This is an optimization exercise on Yosys and OpenROAD, whose aim is small area, not a production implementation.
In this exercise RTL edits were held to simulation tests only and were not proved equivalent to the original.
Power and IR drop assume default switching activity.

==> inputs of trial 65 <==
==> flow/design.v <==
module decoder(
	input [3:0] code,
	output reg [6:0] segments
);
	always @(*)
		case (code)
			4'b0000: segments = 7'b1000000;  
			4'b0001: segments = 7'b0000000;
			4'b0010: segments = 7'b0000000;
			4'b0011: segments = 7'b0000000;
			4'b0100: segments = 7'b0100100;  
			4'b0101: segments = 7'b0000000;  
			4'b0110: segments = 7'b0000010;  
			4'b0111: segments = 7'b0011001;  
			4'b1000: segments = 7'b0010010;  
			4'b1001: segments = 7'b0000000;
			4'b1010: segments = 7'b0000000;
			4'b1011: segments = 7'b0000000;
			4'b1100: segments = 7'b1111000;  
			4'b1101: segments = 7'b0110000;  
			4'b1110: segments = 7'b1111001;  
			4'b1111: segments = 7'b0010000;  
		endcase
endmodule
module speed_select(
	input clk,
	input run,
	output tick
);
	reg [4:0] a;
	reg [6:0] b;
	always @(posedge clk) begin
		a <= {a[3:0], run & ~(a[4] ^ a[2])};
		b <= {b[5:0], run & ~(b[6] ^ b[5])};
	end
	assign tick = (a == 5'd14) && (b == 7'd73);
endmodule
module speed_select_tx(
	input clk,
	input run,
	output tick
);
	reg [2:0] a;    
	reg [1:0] b;
	reg [2:0] c;
	reg [4:0] d;
	always @(posedge clk) begin
		a <= {a[1:0], run & (a[2] ^ (a[1] | ~a[0]))};
		b <= {b[0], run & ~(b[1] | b[0])};
		c <= {c[1:0], run & ~(c[2] ^ c[1])};
		d <= {d[3:0], run & ~(d[4] ^ d[2])};
	end
	assign tick = (a == 3'd7) && (b == 2'd1) && (c == 3'd1) && (d == 5'd1);
endmodule
module my_uart_rx(
	input clk,
	input rst_n,
	input rs232_rx,
	output reg [7:0] rx_data,
	output [3:0] num_o,
	output tick_o
);
	reg [3:0] num;
	wire idle = (num == 4'd0);
	wire start = idle & ~rs232_rx;
	wire tick;
	speed_select timer(.clk(clk), .run(~idle), .tick(tick));
	always @(posedge clk or negedge rst_n)
		if (!rst_n)
			num <= 4'd0;
		else if (start | (tick & ~idle))
			num <= {num[2:0], ~(num[3] ^ num[2])};
	always @(posedge clk)
		if (tick) begin
			case (num)
				4'd3:  rx_data[0] <= rs232_rx;
				4'd7:  rx_data[1] <= rs232_rx;
				4'd13: rx_data[2] <= rs232_rx;
				4'd11: rx_data[3] <= rs232_rx;
				4'd6:  rx_data[4] <= rs232_rx;
				4'd9:  rx_data[5] <= rs232_rx;
				4'd2:  rx_data[6] <= rs232_rx;
				4'd5:  rx_data[7] <= rs232_rx;
				default: ;
			endcase
		end
	assign num_o = num;
	assign tick_o = tick;
endmodule
module my_uart_tx(
	input clk,
	input rst_n,
	input [7:0] rx_data,
	input start,
	output reg rs232_tx
);
	reg [3:0] num;
	wire idle = (num == 4'd1);
	wire tick;
	speed_select_tx timer(.clk(clk), .run(~idle), .tick(tick));
	always @(posedge clk or negedge rst_n)
		if (!rst_n)
			num <= 4'd1;
		else if (start)
			num <= 4'd7;
		else if (tick)
			num <= num + 4'd1;
	always @(posedge clk or negedge rst_n)
		if (!rst_n)
			rs232_tx <= 1'b1;
		else if (tick)
			rs232_tx <= num[3] ? rx_data[num[2:0]] : (num != 4'd7);
endmodule
module my_uart_top(
	input clk,
	input rst_n,
	input rs232_rx,
	output rs232_tx,
	output [3:0] leds,
	output [9:0] segments
);
	wire [7:0] rx_data;
	wire [3:0] num;
	wire tick;
	my_uart_rx my_uart_rx(.clk(clk), .rst_n(rst_n), .rs232_rx(rs232_rx),
		.rx_data(rx_data), .num_o(num), .tick_o(tick));
	wire done = tick & (num == 4'd8);
	my_uart_tx my_uart_tx(.clk(clk), .rst_n(rst_n), .rx_data(rx_data),
		.start(done), .rs232_tx(rs232_tx));
	reg [2:0] led;
	reg zero;
	wire [2:0] state = {~zero & (led[2] ^ (led[1] & led[0])),
	                   ~zero & (led[1] ^ led[0]),
	                   ~zero & ~led[0]};
	wire is_e = (rx_data == 8'd101);
	reg [11:0] r;
	reg [1:0] cy;        
	reg [2:0] u;         
	reg p;
	reg [3:0] show;      
	reg step, first, k;
	always @(*) begin
		step = 1'b1; first = 1'b0; k = 1'b0;
		case (num)
			4'd3:  first = 1'b1;
			4'd7, 4'd13, 4'd11, 4'd9: ;
			4'd6, 4'd2, 4'd5, 4'd4, 4'd8: k = 1'b1;
			default: step = 1'b0;
		endcase
	end
	wire h = state[1:0] != 2'd0;             
	wire b = rs232_rx;
	wire cb = (num == 4'd9) ? rx_data[4] :
	          (num == 4'd2) ? rx_data[4] & rx_data[5] :
	          (num == 4'd5) ? rx_data[6] | (rx_data[4] & rx_data[5]) : 1'b0;
	wire d = b ^ k ^ cb;
	wire xa = h & r[2];
	wire xb = h & r[0];
	wire x3 = xa ^ xb ^ d;
	wire m3 = (xa & xb) | (xa & d) | (xb & d);
	wire nb = x3 ^ cy[0];
	wire xc = x3 & cy[0];
	wire [1:0] cy_next = {m3 & (cy[1] | xc), m3 ^ cy[1] ^ xc};
	wire ures = (state[1:0] == 2'd2);        
	wire [2:0] u_in = (first & ~state[2]) ? 3'd0 : u;
	reg [2:0] u_next;
	always @(*)
		case ({~state[2], u_in, nb})
			5'b00000: u_next = 3'd0;
			5'b00001: u_next = 3'd4;
			5'b00010: u_next = 3'd0;
			5'b00011: u_next = 3'd0;
			5'b00100: u_next = 3'd0;
			5'b00101: u_next = 3'd0;
			5'b00110: u_next = 3'd0;
			5'b00111: u_next = 3'd0;
			5'b01000: u_next = 3'd6;
			5'b01001: u_next = 3'd5;
			5'b01010: u_next = 3'd7;
			5'b01011: u_next = 3'd6;
			5'b01100: u_next = 3'd5;
			5'b01101: u_next = 3'd0;
			5'b01110: u_next = 3'd4;
			5'b01111: u_next = 3'd7;
			5'b10000: u_next = 3'd0;
			5'b10001: u_next = 3'd5;
			5'b10010: u_next = 3'd0;
			5'b10011: u_next = 3'd0;
			5'b10100: u_next = 3'd0;
			5'b10101: u_next = 3'd0;
			5'b10110: u_next = 3'd0;
			5'b10111: u_next = 3'd0;
			5'b11000: u_next = 3'd6;
			5'b11001: u_next = 3'd7;
			5'b11010: u_next = 3'd7;
			5'b11011: u_next = 3'd4;
			5'b11100: u_next = 3'd5;
			5'b11101: u_next = 3'd6;
			5'b11110: u_next = 3'd4;
			5'b11111: u_next = 3'd0;
		endcase
	always @(posedge clk)
		if (tick) begin
			if (num == 4'd1) begin
				r[2:0] <= 3'd0;
				cy <= 2'd0;
			end else if (step) begin
				if (num != 4'd8)
					r <= {nb, r[11:1]};
				cy <= cy_next;
				if (ures) begin
					u <= u_next;
					if (first)
						p <= state[2] ? p ^ nb : nb;
				end
			end
		end
	always @(posedge clk or negedge rst_n)
		if (!rst_n) begin
			led <= 3'd0;
			zero <= 1'b1;
			show <= 4'd0;
		end else if (done) begin
			led <= state;
			zero <= (state == 3'd3) & ~is_e;
			if (state == 3'd7 && is_e)
				show <= {p, u};
		end
	assign leds = {1'b0, led};
	decoder dec(.code(show), .segments(segments[6:0]));
	assign segments[9:7] = 3'b000;
endmodule
==> flow/flow/run.sh <==
#!/bin/bash
# Standard ORFS flow, with two changes:
#  - after the standard synthesis, the combinational logic is re-mapped for
#    area with ABC (deepsyn, a few seeds; registers untouched); the smallest
#    result that Yosys proves equivalent to the standard netlist is used;
#  - ports get minimum-size buffers and the clock tree uses clkbuf_8 without
#    dummy loads.
set -eo pipefail
ARGS=(
  "CTS_ARGS=-sink_clustering_enable -repair_clock_nets -dont_use_dummy_load -buf_list sky130_fd_sc_hd__clkbuf_4"
  "BUFFER_PORTS_ARGS=-buffer_cell sky130_fd_sc_hd__buf_1"
)
bash standard.sh "${ARGS[@]}" synth > std_synth.log 2>&1
export RES=$PWD/orfs/results/sky130hd/my_uart_top/base
YOSYS=$FLOW_HOME/../tools/install/yosys/bin/yosys
LIB=$FLOW_HOME/platforms/sky130hd/lib/sky130_fd_sc_hd__tt_025C_1v80.lib
cp $RES/1_2_yosys.v $RES/1_2_yosys_std.v
mkdir -p reopt
SEEDS="1 2 3 4 5 6 7 8"
for s in $SEEDS; do
  ( DSYN_T=20 DSYN_S=$s OUT=$PWD/reopt/s$s.v $YOSYS -c flow/reopt.tcl > reopt/yosys_s$s.log 2>&1 || true ) &
  while [ $(jobs -r | wc -l) -ge 4 ]; do sleep 1; done
done
wait
best=""; best_area=""
for s in $SEEDS; do
  f=reopt/s$s.v
  [ -f $f.stat ] || continue
  a=$(grep "Chip area" $f.stat | awk '{print $NF}')
  sed -e "s#LIBFILE#$LIB#" -e "s#RESDIR#$RES#" -e "s#CANDFILE#$PWD/$f#" flow/eq.ys > reopt/eq_s$s.ys
  if $YOSYS -s reopt/eq_s$s.ys > reopt/yosys_equiv_s$s.log 2>&1; then
    echo "seed $s: area $a, equivalent"
    if [ -z "$best" ] || awk "BEGIN{exit !($a < $best_area)}"; then best=$f; best_area=$a; fi
  else
    echo "seed $s: area $a, NOT proven equivalent"
  fi
done
if [ -n "$best" ]; then
  echo "using $best ($best_area)"
  cp $best $RES/1_2_yosys.v
else
  echo "no re-mapped netlist proven; standard netlist used"
fi
touch $RES/1_2_yosys.v
bash standard.sh "${ARGS[@]}" finish > std_finish.log 2>&1
==> flow/flow/eq.ys <==
# Check the re-mapped netlist against the standard one (flops matched by name).
read_liberty -ignore_miss_func LIBFILE
read_verilog RESDIR/1_2_yosys_std.v
rename my_uart_top gold
read_verilog CANDFILE
rename my_uart_top gate
flatten gold gate
opt_clean
async2sync
equiv_make gold gate eq
hierarchy -top eq
equiv_simple -seq 2
equiv_induct
equiv_status -assert
==> flow/flow/reopt.tcl <==
# Re-map the combinational logic of the standard synthesis netlist for area.
# Flip-flop instances are kept as they are (names and cell types).
# Inputs: RES (results folder), DSYN_T (seconds), DSYN_S (seed), OUT (netlist).
set lib $::env(FLOW_HOME)/platforms/sky130hd/lib/sky130_fd_sc_hd__tt_025C_1v80.lib
set r $::env(RES)
yosys read_liberty -ignore_miss_func $lib
yosys setattr -mod -set blackbox 1 sky130_fd_sc_hd__df* sky130_fd_sc_hd__edf* sky130_fd_sc_hd__sdf* sky130_fd_sc_hd__dl* sky130_fd_sc_hd__conb_1
yosys read_verilog $r/1_2_yosys_std.v
yosys hierarchy -top my_uart_top
yosys flatten
yosys opt -purge
yosys abc -liberty $lib -dont_use *probe* -dont_use *lpflow* -script "+strash;&get,-n;&deepsyn,-T,$::env(DSYN_T),-S,$::env(DSYN_S);&put;dch,-f;amap;topo;amap;topo"
yosys opt_clean -purge
yosys hilomap -singleton -hicell sky130_fd_sc_hd__conb_1 HI -locell sky130_fd_sc_hd__conb_1 LO
yosys splitnets
yosys opt_clean -purge
yosys tee -o $::env(OUT).stat stat -liberty $lib
yosys select my_uart_top
yosys write_verilog -noattr -nohex -nodec -selected $::env(OUT)
==> flow/standard.sh <==
#!/bin/bash
# synth_recipe.tcl (not shown) runs the flow's synth.tcl, then flattens the netlist and writes it again
# the make line also repeats each setting of config.mk as NAME=value (left out here)
make -C /OpenROAD-flow-scripts/flow DESIGN_CONFIG=/design/flow/config.mk WORK_HOME=/design/flow/orfs CLKGATE_MAP_FILE= SYNTH_SCRIPT=/design/flow/synth_recipe.tcl "${@:-finish}"
==> flow/config.mk <==
export PLATFORM = sky130hd
export DESIGN_NAME = my_uart_top
export DESIGN_NICKNAME = my_uart_top
export VERILOG_FILES = /design/flow/design.v
export SDC_FILE = /design/flow/constraint.sdc
export NUM_CORES = 4
export LEC_CHECK = 0
export CAP_MARGIN = 20
export CORE_MARGIN = 2
export CORE_UTILIZATION = 65
export PLACE_DENSITY = 0.75
export SLEW_MARGIN = 20
==> flow/constraint.sdc <==
create_clock -name core_clock -period 20.0 [get_ports {clk}]
set_input_delay 4.0000 -clock core_clock [delete_from_list [all_inputs] [get_ports {clk}]]
set_output_delay 4.0000 -clock core_clock [all_outputs]
set_load 0.01 [all_outputs]
==> trial 87: changes against trial 65 <==
==> flow/design.v, changed modules only <==
module my_uart_top(
	input clk,
	input rst_n,
	input rs232_rx,
	output rs232_tx,
	output [3:0] leds,
	output [9:0] segments
);
	wire [7:0] rx_data;
	wire [3:0] num;
	wire tick;
	my_uart_rx my_uart_rx(.clk(clk), .rst_n(rst_n), .rs232_rx(rs232_rx),
		.rx_data(rx_data), .num_o(num), .tick_o(tick));
	wire done = tick & (num == 4'd8);
	my_uart_tx my_uart_tx(.clk(clk), .rst_n(rst_n), .rx_data(rx_data),
		.start(done), .rs232_tx(rs232_tx));
	reg [2:0] led;
	reg zero;
	wire [2:0] state = {~zero & (led[2] ^ (led[1] & led[0])),
	                   ~zero & (led[1] ^ led[0]),
	                   ~zero & ~led[0]};
	wire is_e = (rx_data == 8'd101);
	reg [9:0] acc;
	reg [2:0] dl;        
	reg [1:0] cy;        
	reg [2:0] u;         
	reg p;
	reg [3:0] show;      
	reg step, first, k, dv;
	always @(*) begin
		step = 1'b1; first = 1'b0; k = 1'b0; dv = 1'b1;
		case (num)
			4'd3:  first = 1'b1;
			4'd7, 4'd13, 4'd11, 4'd9: ;
			4'd6, 4'd2, 4'd5: k = 1'b1;
			4'd10, 4'd4: dv = 1'b0;
			default: step = 1'b0;
		endcase
	end
	wire h = state[1:0] != 2'd0;             
	wire b = rs232_rx;
	wire cb = (num == 4'd9) ? rx_data[4] :
	          (num == 4'd2) ? rx_data[4] & rx_data[5] :
	          (num == 4'd5) ? rx_data[6] | (rx_data[4] & rx_data[5]) : 1'b0;
	wire d = dv & (b ^ k ^ cb);
	wire x3 = dl[0] ^ dl[2] ^ d;
	wire m3 = (dl[0] & dl[2]) | (dl[0] & d) | (dl[2] & d);
	wire nb = x3 ^ cy[0];
	wire xc = x3 & cy[0];
	wire [1:0] cy_next = {m3 & (cy[1] | xc), m3 ^ cy[1] ^ xc};
	wire ures = (state[1:0] == 2'd2);        
	wire [2:0] u_in = (first & ~state[2]) ? 3'd0 : u;
	reg [2:0] u_next;
	always @(*)
		case ({~state[2], u_in, nb})
			5'b00000: u_next = 3'd0;
			5'b00001: u_next = 3'd4;
			5'b00010: u_next = 3'd0;
			5'b00011: u_next = 3'd0;
			5'b00100: u_next = 3'd0;
			5'b00101: u_next = 3'd0;
			5'b00110: u_next = 3'd0;
			5'b00111: u_next = 3'd0;
			5'b01000: u_next = 3'd6;
			5'b01001: u_next = 3'd5;
			5'b01010: u_next = 3'd7;
			5'b01011: u_next = 3'd6;
			5'b01100: u_next = 3'd5;
			5'b01101: u_next = 3'd0;
			5'b01110: u_next = 3'd4;
			5'b01111: u_next = 3'd7;
			5'b10000: u_next = 3'd0;
			5'b10001: u_next = 3'd5;
			5'b10010: u_next = 3'd0;
			5'b10011: u_next = 3'd0;
			5'b10100: u_next = 3'd0;
			5'b10101: u_next = 3'd0;
			5'b10110: u_next = 3'd0;
			5'b10111: u_next = 3'd0;
			5'b11000: u_next = 3'd6;
			5'b11001: u_next = 3'd7;
			5'b11010: u_next = 3'd7;
			5'b11011: u_next = 3'd4;
			5'b11100: u_next = 3'd5;
			5'b11101: u_next = 3'd6;
			5'b11110: u_next = 3'd4;
			5'b11111: u_next = 3'd0;
		endcase
	always @(posedge clk)
		if (tick) begin
			if (num == 4'd1) begin
				dl <= 3'd0;
				cy <= 2'd0;
			end else if (step) begin
				acc <= {nb, acc[9:1]};
				dl <= {dl[1:0], h & acc[0]};
				cy <= cy_next;
				if (ures) begin
					u <= u_next;
					if (first)
						p <= state[2] ? p ^ nb : nb;
				end
			end
		end
	always @(posedge clk or negedge rst_n)
		if (!rst_n) begin
			led <= 3'd0;
			zero <= 1'b1;
			show <= 4'd0;
		end else if (done) begin
			led <= state;
			zero <= (state == 3'd3) & ~is_e;
			if (state == 3'd7 && is_e)
				show <= {p, u};
		end
	assign leds = {1'b0, led};
	decoder dec(.code(show), .segments(segments[6:0]));
	assign segments[9:7] = 3'b000;
endmodule
==> flow/flow/run.sh (replaced) <==
#!/bin/bash
# Standard ORFS flow; after the standard synthesis the combinational logic is
# re-mapped for area (registers untouched), then the standard layout steps run
# with minimum-size port buffers and a clkbuf_8 clock tree without dummy loads.
set -eo pipefail
ARGS=(
  "CTS_ARGS=-sink_clustering_enable -repair_clock_nets -dont_use_dummy_load -buf_list sky130_fd_sc_hd__clkbuf_8"
  "BUFFER_PORTS_ARGS=-buffer_cell sky130_fd_sc_hd__buf_1"
)
bash standard.sh "${ARGS[@]}" synth > std_synth.log 2>&1
export RES=$PWD/orfs/results/sky130hd/my_uart_top/base
export DSYN_T=${DSYN_T:-20}
cp $RES/1_2_yosys.v $RES/1_2_yosys_std.v
YOSYS=$FLOW_HOME/../tools/install/yosys/bin/yosys
LIB=$FLOW_HOME/platforms/sky130hd/lib/sky130_fd_sc_hd__tt_025C_1v80.lib
if $YOSYS -c flow/reopt.tcl > yosys_reopt.log 2>&1 &&
   sed -e "s#LIBFILE#$LIB#" -e "s#RESDIR#$RES#" flow/eq.ys > eq_run.ys &&
   $YOSYS -s eq_run.ys > yosys_equiv.log 2>&1; then
  echo "re-mapped netlist used"
else
  echo "re-map failed or not equivalent; standard netlist used"
  cp $RES/1_2_yosys_std.v $RES/1_2_yosys.v
fi
touch $RES/1_2_yosys.v
bash standard.sh "${ARGS[@]}" finish > std_finish.log 2>&1
--- a/flow/flow/eq.ys
+++ b/flow/flow/eq.ys
@@ -3,5 +3,5 @@
 read_verilog RESDIR/1_2_yosys_std.v
 rename my_uart_top gold
-read_verilog CANDFILE
+read_verilog RESDIR/1_2_yosys.v
 rename my_uart_top gate
 flatten gold gate
==> flow/flow/reopt.tcl (replaced) <==
# Re-map the combinational logic of the standard synthesis netlist for area.
# Flip-flop instances are kept as they are (names and cell types).
set lib $::env(FLOW_HOME)/platforms/sky130hd/lib/sky130_fd_sc_hd__tt_025C_1v80.lib
set r $::env(RES)
yosys read_liberty -ignore_miss_func $lib
yosys setattr -mod -set blackbox 1 sky130_fd_sc_hd__df* sky130_fd_sc_hd__edf* sky130_fd_sc_hd__sdf* sky130_fd_sc_hd__dl* sky130_fd_sc_hd__conb_1
yosys read_verilog $r/1_2_yosys_std.v
yosys hierarchy -top my_uart_top
yosys flatten
yosys opt -purge
yosys abc -liberty $lib -dont_use *probe* -dont_use *lpflow* -script "+strash;&get,-n;&deepsyn,-T,$::env(DSYN_T);&put;dch,-f;amap;topo;amap;topo"
yosys opt_clean -purge
yosys hilomap -singleton -hicell sky130_fd_sc_hd__conb_1 HI -locell sky130_fd_sc_hd__conb_1 LO
yosys splitnets
yosys opt_clean -purge
yosys stat -liberty $lib
yosys select my_uart_top
yosys write_verilog -noattr -nohex -nodec -selected $r/1_2_yosys.v
CORE_UTILIZATION = 40   (was 65)
PLACE_DENSITY = not set   (was 0.75)
==> trial 60: changes against trial 65 <==
--- a/flow/flow/run.sh
+++ b/flow/flow/run.sh
@@ -8,5 +8,5 @@
 set -eo pipefail
 ARGS=(
-  "CTS_ARGS=-sink_clustering_enable -repair_clock_nets -dont_use_dummy_load -buf_list sky130_fd_sc_hd__clkbuf_4"
+  "CTS_ARGS=-sink_clustering_enable -repair_clock_nets -dont_use_dummy_load -buf_list sky130_fd_sc_hd__clkbuf_8"
   "BUFFER_PORTS_ARGS=-buffer_cell sky130_fd_sc_hd__buf_1"
 )
==> notes.md <==
                                                                        trial 60               trial 87               trial 65
Detailed-placement wirelength estimate                                   3326 µm                3563 µm                3116 µm
Clk Tree Root Cell                                                      clkbuf_8               clkbuf_8               clkbuf_4
Critical Path Source                                                     show[2]               rs232_rx               rs232_rx
Non-clk invs                                                                  32                     45                     32
Cell area after synthesis                                           0.002623 mm²           0.002708 mm²           0.002630 mm²
Clock insertion delay at the later pin of the skew report                0.34 ns                0.34 ns                0.40 ns
Pre-CTS worst setup slack                                               14.18 ns               13.69 ns               13.90 ns
Vias in the first global route                                              1705                   1852                   1678
Clock network power consumption                                        0.0816 mW              0.0835 mW              0.0590 mW
Levels on crit path                                                            7                     11                      8
Hold slack final                                                       0.3472 ns              0.3429 ns              0.3281 ns
NumNets Final                                                                281                    298                    278
Filler Cell Count                                                            298                    618                    299
Drt first-iter violations                                                     85                     63                    121
Int Pwr                                                                0.1839 mW              0.1862 mW              0.1648 mW
Global-route usage over all layers                                        23.12%                 14.81%                 22.78%
Count of inserted tapcells                                                    50                     77                     50
Outcome                                                 timing/DRC/antenna clean  timing/DRC/antenna clean  timing/DRC/antenna clean
Hold Startpoint                                            my_uart_tx.timer.d[3]  my_uart_rx.timer.b[2]  my_uart_rx.timer.b[1]

[port drivers added, routing unchanged]
Ports are ideal in the flow. The routed layouts listed here were re-timed in OpenROAD.
Step 1 sets driving cells, clkbuf_16 on the clock port and buf_2 on the other inputs (assumed; they add their load-dependent delay and slew).
Step 2 adds t to the input delays and takes it off the output delays; t is the mean of the earliest and latest rising clock arrival at the registers after step 1. Input paths then give back, and output paths get back, about the clock's delay inside the block.
Three values: ideal ports, drivers, drivers and shift; two values: the first two.
| run | t, ns | slack for setup (ns) | slew at the worst register clock pin (ns) |
|---|---|---|---|
| trial 65 | 0.405 | 14.299 / 14.302 / 13.897 | 0.11 / 0.11 |
| trial 87 | 0.363 | 14.069 / 14.072 / 13.708 | 0.08 / 0.08 |
| trial 60 | 0.358 | 14.506 / 14.483 / 14.193 | 0.07 / 0.07 |
After both steps setup and hold are still met in every run listed. The setup slack of trial 65, which loses most, moves by +0.003 ns with the drivers and by -0.402 ns with both steps.
